What follows belongs to an exercise in optimizing a design on an open flow for small area and a short achievable clock period; a production flow would make more cautious choices.
The RTL was checked by simulation tests, not by an equivalence proof against the original design.
No activity file was given, so power comes from the tool's default toggle rates.

job 3528:
==> flow/design.v <==
module cpu (clk, rst, imem_addr, imem_data, test, test1);
	input clk, rst;
	output [6:0] imem_addr;
	input  [31:0] imem_data;
	output [31:0] test;
	output [31:0] test1;
	reg [6:0] pc;
	always @(posedge clk or posedge rst)
		if (rst) pc <= 7'd0;
		else     pc <= pc + 7'd1;
	assign imem_addr = pc;
	reg [31:0] ir;
	always @(posedge clk)
		ir <= rst ? 32'd0 : imem_data;
	assign test = ir;
	wire [5:0] op = ir[31:26];
	wire [5:0] fn = ir[5:0];
	wire d_lw  = (op == 6'b000111);
	wire d_sw  = (op == 6'b001000);
	wire d_r   = (op == 6'b000110);
	wire d_add = d_r & (fn == 6'b100000);
	wire d_sub = d_r & (fn == 6'b100010);
	wire d_and = d_r & (fn == 6'b100100);
	wire d_or  = d_r & (fn == 6'b100101);
	wire d_mem = d_lw | d_sw;
	wire d_valid = d_mem | d_add | d_sub | d_and | d_or;
	wire d_arith = d_mem | d_add | d_sub;
	wire [4:0] d_dest = d_mem ? ir[20:16] : (d_valid ? ir[15:11] : 5'd0);
	wire [511:0] rf;      
	wire [15:0] rs_oh, rt_oh;
	genvar g;
	generate
		for (g = 0; g < 16; g = g + 1) begin : DEC
			assign rs_oh[g] = (ir[25:21] == g);
			assign rt_oh[g] = (ir[20:16] == g);
		end
	endgenerate
	reg [31:0] rd_a, rd_b;
	integer k;
	always @(*) begin
		rd_a = 32'd0;
		rd_b = 32'd0;
		for (k = 0; k < 16; k = k + 1) begin
			rd_a = rd_a | ({32{rs_oh[k]}} & rf[32*k +: 32]);
			rd_b = rd_b | ({32{rt_oh[k]}} & rf[32*k +: 32]);
		end
	end
	reg [31:0] ea;            
	reg [31:0] eb;            
	reg [31:0] es;            
	reg e_sub, e_swv, e_mem, e_valid, e_nw;
	reg e_bub;
	reg [3:0] e_dest;
	always @(posedge clk) begin
		ea   <= d_arith ? rd_a : (d_or ? (rd_a | rd_b) : (rd_a & rd_b));
		eb   <= d_mem ? {16'd0, ir[15:0]} : (d_arith ? (rd_b ^ {32{d_sub}}) : 32'd0);
		es   <= rd_b;
		e_bub <= rst;
		if (rst) begin
			e_sub <= 1'b0;
			e_swv <= 1'b0; e_mem <= 1'b0; e_valid <= 1'b0; e_nw <= 1'b0;
			e_dest <= 4'd0;
		end else begin
			e_sub <= d_sub;
			e_swv <= d_sw & e_valid; e_mem <= d_mem; e_valid <= d_valid; e_nw <= d_dest[4];
			e_dest <= d_dest[3:0];
		end
	end
	wire [32:0] sum1 = {ea, 1'b1} + {eb, e_sub};
	wire [31:0] sum = sum1[32:1];
	wire [31:0] res = sum;
	reg m_nw;
	reg [3:0] m_dest;
	reg [31:0] md;
	reg m_alu;
	reg [12:0] m_rsel, m_wsel;
	reg m_fwd;
	reg [31:0] ss;
	wire [415:0] dm;      
	wire [12:0] ap = ea[12:0] ^ eb[12:0];
	wire [12:0] aa = ea[12:0] & eb[12:0];
	wire [12:0] ao = ea[12:0] | eb[12:0];
	wire hi_ok = &(~(ap[12:5] ^ ao[11:4]));
	wire [12:0] hit;
	generate
		for (g = 0; g < 13; g = g + 1) begin : ADEC
			wire [4:0] K = g;
			wire [4:0] cin  = ap[4:0] ^ K;
			wire [3:0] cout;
			genvar b;
			for (b = 0; b < 4; b = b + 1) begin : B
				assign cout[b] = K[b] ? aa[b] : ao[b];
			end
			assign hit[g] = hi_ok & ~cin[0] & (cin[4:1] == cout[3:0]);
		end
	endgenerate
	wire [12:0] wsel = hit & {13{e_swv}};
	wire [12:0] rsel = hit & {13{e_mem & ~d_sw}};
	always @(posedge clk) begin
		m_rsel <= rsel & ~wsel & {13{~rst}};
		m_wsel <= wsel & {13{~rst}};
		m_fwd  <= (|(rsel & wsel)) & ~rst;
		ss     <= es;
		if (rst) begin
			m_nw <= 1'b0; m_dest <= 4'd0;
		end else begin
			m_nw <= e_nw; m_dest <= e_dest;
		end
		md <= res;
		m_alu <= ~(rst | e_mem | e_bub);
	end
	wire [31:0] sd0 = ss & {32{~rst}};
	wire [31:0] sd1 = ss | {32{rst}};
	function [31:0] init_word(input integer i);
		init_word = (i == 0) ? 32'd1000 : (i == 1) ? 32'd5000 :
		            (i == 2) ? 32'd2000 : (i == 3) ? 32'd3000 : 32'd0;
	endfunction
	generate
		for (g = 0; g < 13; g = g + 1) begin : DM
			wire [31:0] iw = init_word(g);
			wire [31:0] nd = (sd1 & iw) | (sd0 & ~iw);
			reg [31:0] q;
			always @(posedge clk)
				if (m_wsel[g] | rst) q <= nd;
			assign dm[32*g +: 32] = q;
		end
	endgenerate
	reg [31:0] mrd;
	always @(*) begin
		mrd = {32{m_fwd}} & ss;
		for (k = 0; k < 13; k = k + 1)
			mrd = mrd | ({32{m_rsel[k]}} & dm[32*k +: 32]);
	end
	wire [31:0] wbn = (mrd | (md & {32{m_alu}})) & {32{~rst}};
	reg [31:0] wb;
	always @(posedge clk) wb <= wbn;
	assign test1 = wb;
	generate
		for (g = 0; g < 16; g = g + 1) begin : RF
			reg [31:0] q;
			always @(posedge clk)
				if (rst | (~m_nw & (m_dest == g))) q <= wbn;
			assign rf[32*g +: 32] = q;
		end
	endgenerate
endmodule
==> flow/config.mk <==
export PLATFORM = sky130hd
export DESIGN_NAME = cpu
export DESIGN_NICKNAME = cpu
export VERILOG_FILES = /design/flow/design.v
export SDC_FILE = /design/flow/constraint.sdc
export NUM_CORES = 4
export LEC_CHECK = 0
export CAP_MARGIN = 20
export CORE_MARGIN = 2
export CORE_UTILIZATION = 55
export CTS_CLUSTER_DIAMETER = 60
export CTS_CLUSTER_SIZE = 30
export SETUP_SLACK_MARGIN = 3.2
export SLEW_MARGIN = 20
==> flow/constraint.sdc <==
create_clock -name core_clock -period 5.5 [get_ports {clk}]
set_input_delay 1.1000 -clock core_clock [delete_from_list [all_inputs] [get_ports {clk}]]
set_output_delay 1.1000 -clock core_clock [all_outputs]
set_load 0.01 [all_outputs]
run.sh (not shown) runs the stock make flow with config.mk's settings and CLKGATE_MAP_FILE= SYNTH_SCRIPT=/design/flow/synth_recipe.tcl, a recipe that flattens the netlist after the stock synthesis.
Relative to job 3528, the following input files were edited for job 7467:
# job 3528
export LEC_CHECK = 0
export CAP_MARGIN = 20
export CORE_MARGIN = 2
export CORE_UTILIZATION = 55
export CTS_CLUSTER_DIAMETER = 60
export CTS_CLUSTER_SIZE = 30
export SETUP_SLACK_MARGIN = 3.2
export SLEW_MARGIN = 20
create_clock -name core_clock -period 5.5 [get_ports {clk}]
# job 7467
export LEC_CHECK = 0
export CAP_MARGIN = 20
export CORE_MARGIN = 2
export CORE_UTILIZATION = 75
export CTS_CLUSTER_DIAMETER = 60
export CTS_CLUSTER_SIZE = 30
export SETUP_SLACK_MARGIN = 3.0
export SLEW_MARGIN = 20
create_clock -name core_clock -period 5.5 [get_ports {clk}]
### Flow results
For total power draw, dividing the value from job 7467 by the value from job 3528 gives 0.921. Compared with job 3528, job 7467 shows a higher final weighted congestion in routability-driven placement. Routed wire in job 7467 totals less than in job 3528. Compared with job 3528, job 7467 shows a higher number of iterations in the first detailed-routing pass. Relative to job 3528, the global-route wire length before repair measured on job 7467 has decreased by a few percent. Job 7467 did not stop at any stage, and its layout met the timing, design-rule and antenna checks. Taking job 3528 as the reference, in job 7467 total global routing track utilization grew by 11 points; met1 routing resource usage after global routing grew by 12 points; die area shrank by about 26%.
Inputs modified between job 7467 and job 9781:
# job 7467
export LEC_CHECK = 0
export CAP_MARGIN = 20
export CORE_MARGIN = 2
export CORE_UTILIZATION = 75
export CTS_CLUSTER_DIAMETER = 60
export CTS_CLUSTER_SIZE = 30
export SETUP_SLACK_MARGIN = 3.0
export SLEW_MARGIN = 20
create_clock -name core_clock -period 5.5 [get_ports {clk}]
# job 9781
export LEC_CHECK = 0
export CAP_MARGIN = 20
export CORE_MARGIN = 2
export CORE_UTILIZATION = 65
export CTS_CLUSTER_DIAMETER = 60
export CTS_CLUSTER_SIZE = 30
export SETUP_SLACK_MARGIN = 3.0
export SLEW_MARGIN = 20
create_clock -name core_clock -period 5.5 [get_ports {clk}]
==> comparison <==
The final layouts of job 7467 and job 9781 pass the timing, design-rule and antenna checks. Final worst hold slack ended up 0.011 ns lower on job 9781 than on job 7467. | number of diodes | job 9781 vs job 7467 | 5 lower |. Changes observed in job 9781 relative to job 7467: via count of the first global-routing pass went down 4.6%; wire length after detailed routing went down 3700 um. Compared with job 7467, job 9781 shows critical path depth lower by 9. Clock skew: higher on job 9781. Comparing job 7467 and job 9781, non-clock buffer count is higher on job 7467. Compared with job 7467, in job 9781 area of the die climbed about 15%; register share of total power -3.2 points.

---

== build 3 ==
// cpu: RTL as listed in full above, without the edits since
Settings: LEC_CHECK=0, CAP_MARGIN=20, CORE_MARGIN=2, CORE_UTILIZATION=55, CTS_CLUSTER_DIAMETER=60, CTS_CLUSTER_SIZE=30, SETUP_SLACK_MARGIN=3.0, SLEW_MARGIN=20; clock period 5.5 ns.
Relative to build 3, the following input files were edited for build 65:
--- a/flow/config.mk
+++ b/flow/config.mk
@@ -13,2 +13,3 @@
 export SETUP_SLACK_MARGIN = 3.0
 export SLEW_MARGIN = 20
+export TNS_END_PERCENT = 5
[summary]
In summary, build 65 completed successfully, with a layout that passed the timing, design-rule and antenna checks. Re post-detailed-route count of antenna-violating nets: no difference whatsoever between build 65 and build 3. Build 65 ended with less maximum frequency than build 3. Compared with build 3, build 65 shows a lower combined area of the multi-input logic cells. For total power, build 65 and build 3 come out practically identical. Post-synthesis simple-gate area fraction delta (build 65 -> build 3): insignificant. On wire length: build 65 sits below build 3.
### build 65 -> build 15
--- a/flow/config.mk
+++ b/flow/config.mk
@@ -8,8 +8,7 @@
 export CAP_MARGIN = 20
 export CORE_MARGIN = 2
-export CORE_UTILIZATION = 55
+export CORE_UTILIZATION = 65
 export CTS_CLUSTER_DIAMETER = 60
 export CTS_CLUSTER_SIZE = 30
-export SETUP_SLACK_MARGIN = 3.0
+export SETUP_SLACK_MARGIN = 3.1
 export SLEW_MARGIN = 20
-export TNS_END_PERCENT = 5
## What came out
Per the final summary, build 15 finished and its layout is clean on timing, DRC and antenna.
Build 65 → build 15: total number of cells along the worst setup path went up, final standard cell utilization of the core went up, power share of the combinational group went up, post-CTS setup-driven buffer insertion count went up, finished layout cell area went up.
Build 15 against build 65: multi-input gate count picked up an extra 14, share of power burned in the clock network lost 1.3 points, data arrival at the endpoint of the critical path neither gained nor lost much, number of placement rows lost 8.

---

== the reference run ==
cpu, a different RTL version from the one above (not shown whole).
Size in the first run: roughly 3100 cells after synthesis, about 1200 flip-flops, roughly 110 I/O pins, roughly 46000 sq um of cells after synthesis.
==> flow/design.v (excerpt) <==
module cpu (clk, rst, imem_addr, imem_data, test, test1);
	input clk, rst;
	output [6:0] imem_addr;
	input  [31:0] imem_data;
	output [31:0] test;
	output [31:0] test1;
	reg [6:0] pc;
	always @(posedge clk or posedge rst)
		if (rst) pc <= 7'd0;
		else     pc <= pc + 7'd1;
	assign imem_addr = pc;
	reg [31:0] ir;
	always @(posedge clk)
		ir <= rst ? 32'd0 : imem_data;
	assign test = ir;
	wire [5:0] op = ir[31:26];
	wire [5:0] fn = ir[5:0];
	wire d_lw  = (op == 6'b000111);
	wire d_sw  = (op == 6'b001000);
	wire d_r   = (op == 6'b000110);
	wire d_add = d_r & (fn == 6'b100000);
	wire d_sub = d_r & (fn == 6'b100010);
	wire d_and = d_r & (fn == 6'b100100);
	wire d_or  = d_r & (fn == 6'b100101);
	wire d_mem = d_lw | d_sw;
	wire d_valid = d_mem | d_add | d_sub | d_and | d_or;
	wire d_arith = d_mem | d_add | d_sub;
	wire [4:0] d_dest = d_mem ? ir[20:16] : (d_valid ? ir[15:11] : 5'd0);
	wire [511:0] rf;      
	wire [15:0] rs_oh, rt_oh;
	genvar g;
	generate
		for (g = 0; g < 16; g = g + 1) begin : DEC
			assign rs_oh[g] = (ir[25:21] == g);
			assign rt_oh[g] = (ir[20:16] == g);
		end
	endgenerate
	reg [31:0] rd_a, rd_b;
	integer k;
	always @(*) begin
		rd_a = 32'd0;
		rd_b = 32'd0;
		for (k = 0; k < 16; k = k + 1) begin
			rd_a = rd_a | ({32{rs_oh[k]}} & rf[32*k +: 32]);
			rd_b = rd_b | ({32{rt_oh[k]}} & rf[32*k +: 32]);
		end
	end
	reg [31:0] ea;            
	reg [31:0] eb;            
	reg [31:0] es;            
	reg e_arith, e_sub, e_or, e_swv, e_mem, e_valid, e_nw;
	reg e_bub;
	reg [3:0] e_dest;
	always @(posedge clk) begin
		ea   <= rd_a;
		eb   <= d_mem ? {16'd0, ir[15:0]} : (rd_b ^ {32{d_sub}});
		es   <= rd_b;
		e_bub <= rst;
		if (rst) begin
			e_arith <= 1'b0; e_sub <= 1'b0; e_or <= 1'b0;
			e_swv <= 1'b0; e_mem <= 1'b0; e_valid <= 1'b0; e_nw <= 1'b0;
			e_dest <= 4'd0;
		end else begin
			e_arith <= d_arith; e_sub <= d_sub; e_or <= d_or;
			e_swv <= d_sw & e_valid; e_mem <= d_mem; e_valid <= d_valid; e_nw <= d_dest[4];
			e_dest <= d_dest[3:0];
		end
	end
  ...
make LEC_CHECK=0 CAP_MARGIN=20 CORE_MARGIN=2 CORE_UTILIZATION=55 CTS_CLUSTER_DIAMETER=60 CTS_CLUSTER_SIZE=30 SETUP_SLACK_MARGIN=3.3 SLEW_MARGIN=20 finish   # period 5.5 ns
Edits applied to the flow inputs when going from the reference run to the trial run:
- SETUP_SLACK_MARGIN now 3.0, was 3.3
Notes after the runs:
- Against the reference run, the trial run comes in 0.25 points lower on global-route usage over all layers.
- Number of sinks on the clock net: the reference run vs the trial run — no meaningful difference
- Going from the reference run to the trial run, hold slack rose by 0.0071 ns; post-CTS setup buffer count went down by 98; final core utilization now sits lower.
- [compare] base=the reference run new=the trial run: final area -about 6%; area growth from synthesis to layout went down by 7.8 points.
- Summary — sequential power share, the trial run relative to the reference run: higher, by 0.2 points.
- Against the reference run, first-pass GRT wire length in the trial run fell slightly.
- Startpoint of the most critical setup path: e_sub$_SDFF_PP0_ -> the reference run, ir[19]$_SDFF_PP0_ -> the trial run
- The reference run has lower clock network area share than the trial run.

---

cpu, a different RTL version from the one above (not shown whole).
Size: roughly 110 I/O pins.
==> flow/config.mk <==
export PLATFORM = sky130hd
export DESIGN_NAME = cpu
export DESIGN_NICKNAME = cpu
export VERILOG_FILES = /design/flow/design.v
export SDC_FILE = /design/flow/constraint.sdc
export NUM_CORES = 4
export LEC_CHECK = 0
export CAP_MARGIN = 20
export CORE_MARGIN = 2
export CORE_UTILIZATION = 40
export SETUP_SLACK_MARGIN = 3.0
export SLEW_MARGIN = 20
==> flow/constraint.sdc <==
create_clock -name core_clock -period 5.5 [get_ports {clk}]
set_input_delay 1.1000 -clock core_clock [delete_from_list [all_inputs] [get_ports {clk}]]
set_output_delay 1.1000 -clock core_clock [all_outputs]
set_load 0.01 [all_outputs]
The baseline finished clean.
Change:
- CORE_UTILIZATION: 40 -> 65
What happened:
- The new run went through all stages and came out clean
- maximum frequency went up slightly
- clock-buffer cell count went up by 3
- worst hold slack barely changes

---

Another version of the RTL of cpu (not shown whole).
Size: about 3,100 cells after synthesis, roughly 1,200 flip-flops, about 110 I/O pins, ~0.046 mm2 of cells after synthesis.
## cpu
module cpu (clk, rst, imem_addr, imem_data, test, test1);
	input clk, rst;
	output [6:0] imem_addr;
	input  [31:0] imem_data;
	output [31:0] test;
	output [31:0] test1;
	reg [6:0] pc;
	always @(posedge clk or posedge rst)
		if (rst) pc <= 7'd0;
		else     pc <= pc + 7'd1;
	assign imem_addr = pc;
	reg [31:0] ir;
	always @(posedge clk)
		ir <= rst ? 32'd0 : imem_data;
	assign test = ir;
	wire [5:0] op = ir[31:26];
	wire [5:0] fn = ir[5:0];
	wire d_lw  = (op == 6'b000111);
	wire d_sw  = (op == 6'b001000);
	wire d_r   = (op == 6'b000110);
	wire d_add = d_r & (fn == 6'b100000);
	wire d_sub = d_r & (fn == 6'b100010);
	wire d_and = d_r & (fn == 6'b100100);
	wire d_or  = d_r & (fn == 6'b100101);
	wire d_mem = d_lw | d_sw;
	wire d_valid = d_mem | d_add | d_sub | d_and | d_or;
	wire d_arith = d_mem | d_add | d_sub;
	wire [4:0] d_dest = d_mem ? ir[20:16] : (d_valid ? ir[15:11] : 5'd0);
	wire [511:0] rf;      
	wire [15:0] rs_oh, rt_oh;
	genvar g;
	generate
		for (g = 0; g < 16; g = g + 1) begin : DEC
			assign rs_oh[g] = (ir[25:21] == g);
			assign rt_oh[g] = (ir[20:16] == g);
		end
	endgenerate
	reg [31:0] rd_a, rd_b;
	integer k;
	always @(*) begin
		rd_a = 32'd0;
		rd_b = 32'd0;
		for (k = 0; k < 16; k = k + 1) begin
			rd_a = rd_a | ({32{rs_oh[k]}} & rf[32*k +: 32]);
			rd_b = rd_b | ({32{rt_oh[k]}} & rf[32*k +: 32]);
		end
	end
	reg [31:0] ea;            
	reg [31:0] eb;            
	reg [12:0] ei;            
	reg e_sub, e_swv, e_mem, e_valid, e_nw;
	reg e_bub;
	reg [3:0] e_dest;
	always @(posedge clk) begin
		ea   <= d_arith ? rd_a : (d_or ? (rd_a | rd_b) : (rd_a & rd_b));
		eb   <= d_arith ? (rd_b ^ {32{d_sub}}) : 32'd0;
		ei   <= ir[12:0];
		e_bub <= rst;
		if (rst) begin
			e_sub <= 1'b0;
			e_swv <= 1'b0; e_mem <= 1'b0; e_valid <= 1'b0; e_nw <= 1'b0;
			e_dest <= 4'd0;
		end else begin
			e_sub <= d_sub;
			e_swv <= d_sw & e_valid; e_mem <= d_mem; e_valid <= d_valid; e_nw <= d_dest[4];
			e_dest <= d_dest[3:0];
		end
	end
	wire [32:0] xa = {ea, 1'b1};
	wire [32:0] xb = {eb, e_sub};
  ...
export LEC_CHECK = 0
export CAP_MARGIN = 20
export CORE_MARGIN = 2
export CORE_UTILIZATION = 65
export CTS_CLUSTER_DIAMETER = 60
export CTS_CLUSTER_SIZE = 30
export SETUP_SLACK_MARGIN = 3.1
export SLEW_MARGIN = 20
create_clock -name core_clock -period 5.5 [get_ports {clk}]
Rerun with:
SETUP_SLACK_MARGIN = 3.0   (was 3.1)
Global-route usage fell by 2.0 points. Area after synthesis does not change. Hold slack degrades by 7.3 ps. Cell area fell by 4.4%. Sequential power hardly moves.
Rerun with:
CORE_UTILIZATION = 55   (was 65)
Effect:
- The changed run went through all stages and came out clean
- sequential power stays flat
- total power climbs by a little under a tenth
- wire length climbs by a few percent
- area after synthesis is unchanged
- sequential cell count stays the same
- design area climbs by a few percent
- clock power climbs by about a fifth
- clock-buffer cell count climbs by 9
- setup slack loses 66 ps
- hold slack stays flat
- final cell count climbs by a few percent

## afterwards: timing with drivers on the ports
How much do the figures lean on ideal ports? The routed layouts below were timed once more, with nothing changed but the port constraints.
Step 1 (the two cells are an assumption about what drives the block):
set clk [get_ports {clk}]
set_driving_cell -lib_cell sky130_fd_sc_hd__clkbuf_16 $clk
set_driving_cell -lib_cell sky130_fd_sc_hd__buf_2 [delete_from_list [all_inputs] $clk]
Step 2, shift: input delay + t, output delay - t, t = (earliest + latest rising clock arrival at the registers) / 2. This alone moves slack from input paths to output paths.
Slacks: ideal / step 1 / step 2; pairs: ideal / step 1.
run	t (ns)	setup slack, ns	hold slack, ns	worst setup path at the end	worst slew at a driven data input, ns
job 3528	0.726	3.038 / 3.032 / 2.536	0.332 / 0.332 / 0.332	input to register	0.07
job 7467	0.739	2.864 / 2.864 / 2.343	0.338 / 0.338 / 0.338	input to register	0.08
job 9781	0.713	2.982 / 2.913 / 2.317	0.327 / 0.327 / 0.327	input to register	0.05
build 3	0.717	2.958 / 2.947 / 2.449	0.331 / 0.331 / 0.331	input to register	0.07
build 65	0.722	2.721 / 2.666 / 2.176	0.331 / 0.331 / 0.331	input to register	0.06
build 15	0.727	2.992 / 2.939 / 2.528	0.335 / 0.335 / 0.335	input to register	0.08
the reference run	0.725	3.004 / 3.004 / 2.545	0.326 / 0.326 / 0.326	input to register	0.06
the trial run	0.712	2.990 / 2.938 / 2.312	0.333 / 0.333 / 0.333	input to register	0.05
the first run of note 4	0.765	1.383 / 1.383 / 1.383	0.386 / 0.386 / 0.386	register to register	0.14
the second run of note 4	0.746	1.436 / 1.436 / 1.436	0.384 / 0.384 / 0.384	register to register	0.20
the first run of note 5	0.716	2.876 / 2.745 / 2.029	0.359 / 0.359 / 0.359	input to register	0.27
the second run of note 5	0.749	2.968 / 2.858 / 2.109	0.352 / 0.352 / 0.352	input to register	0.20
the third run of note 5	0.740	2.902 / 2.832 / 2.092	0.350 / 0.350 / 0.350	input to register	0.24
After both steps every run listed still meets setup and hold. The setup slack of the second run of note 5, which loses most, moves by -0.110 ns with the drivers and by -0.859 ns with both steps.
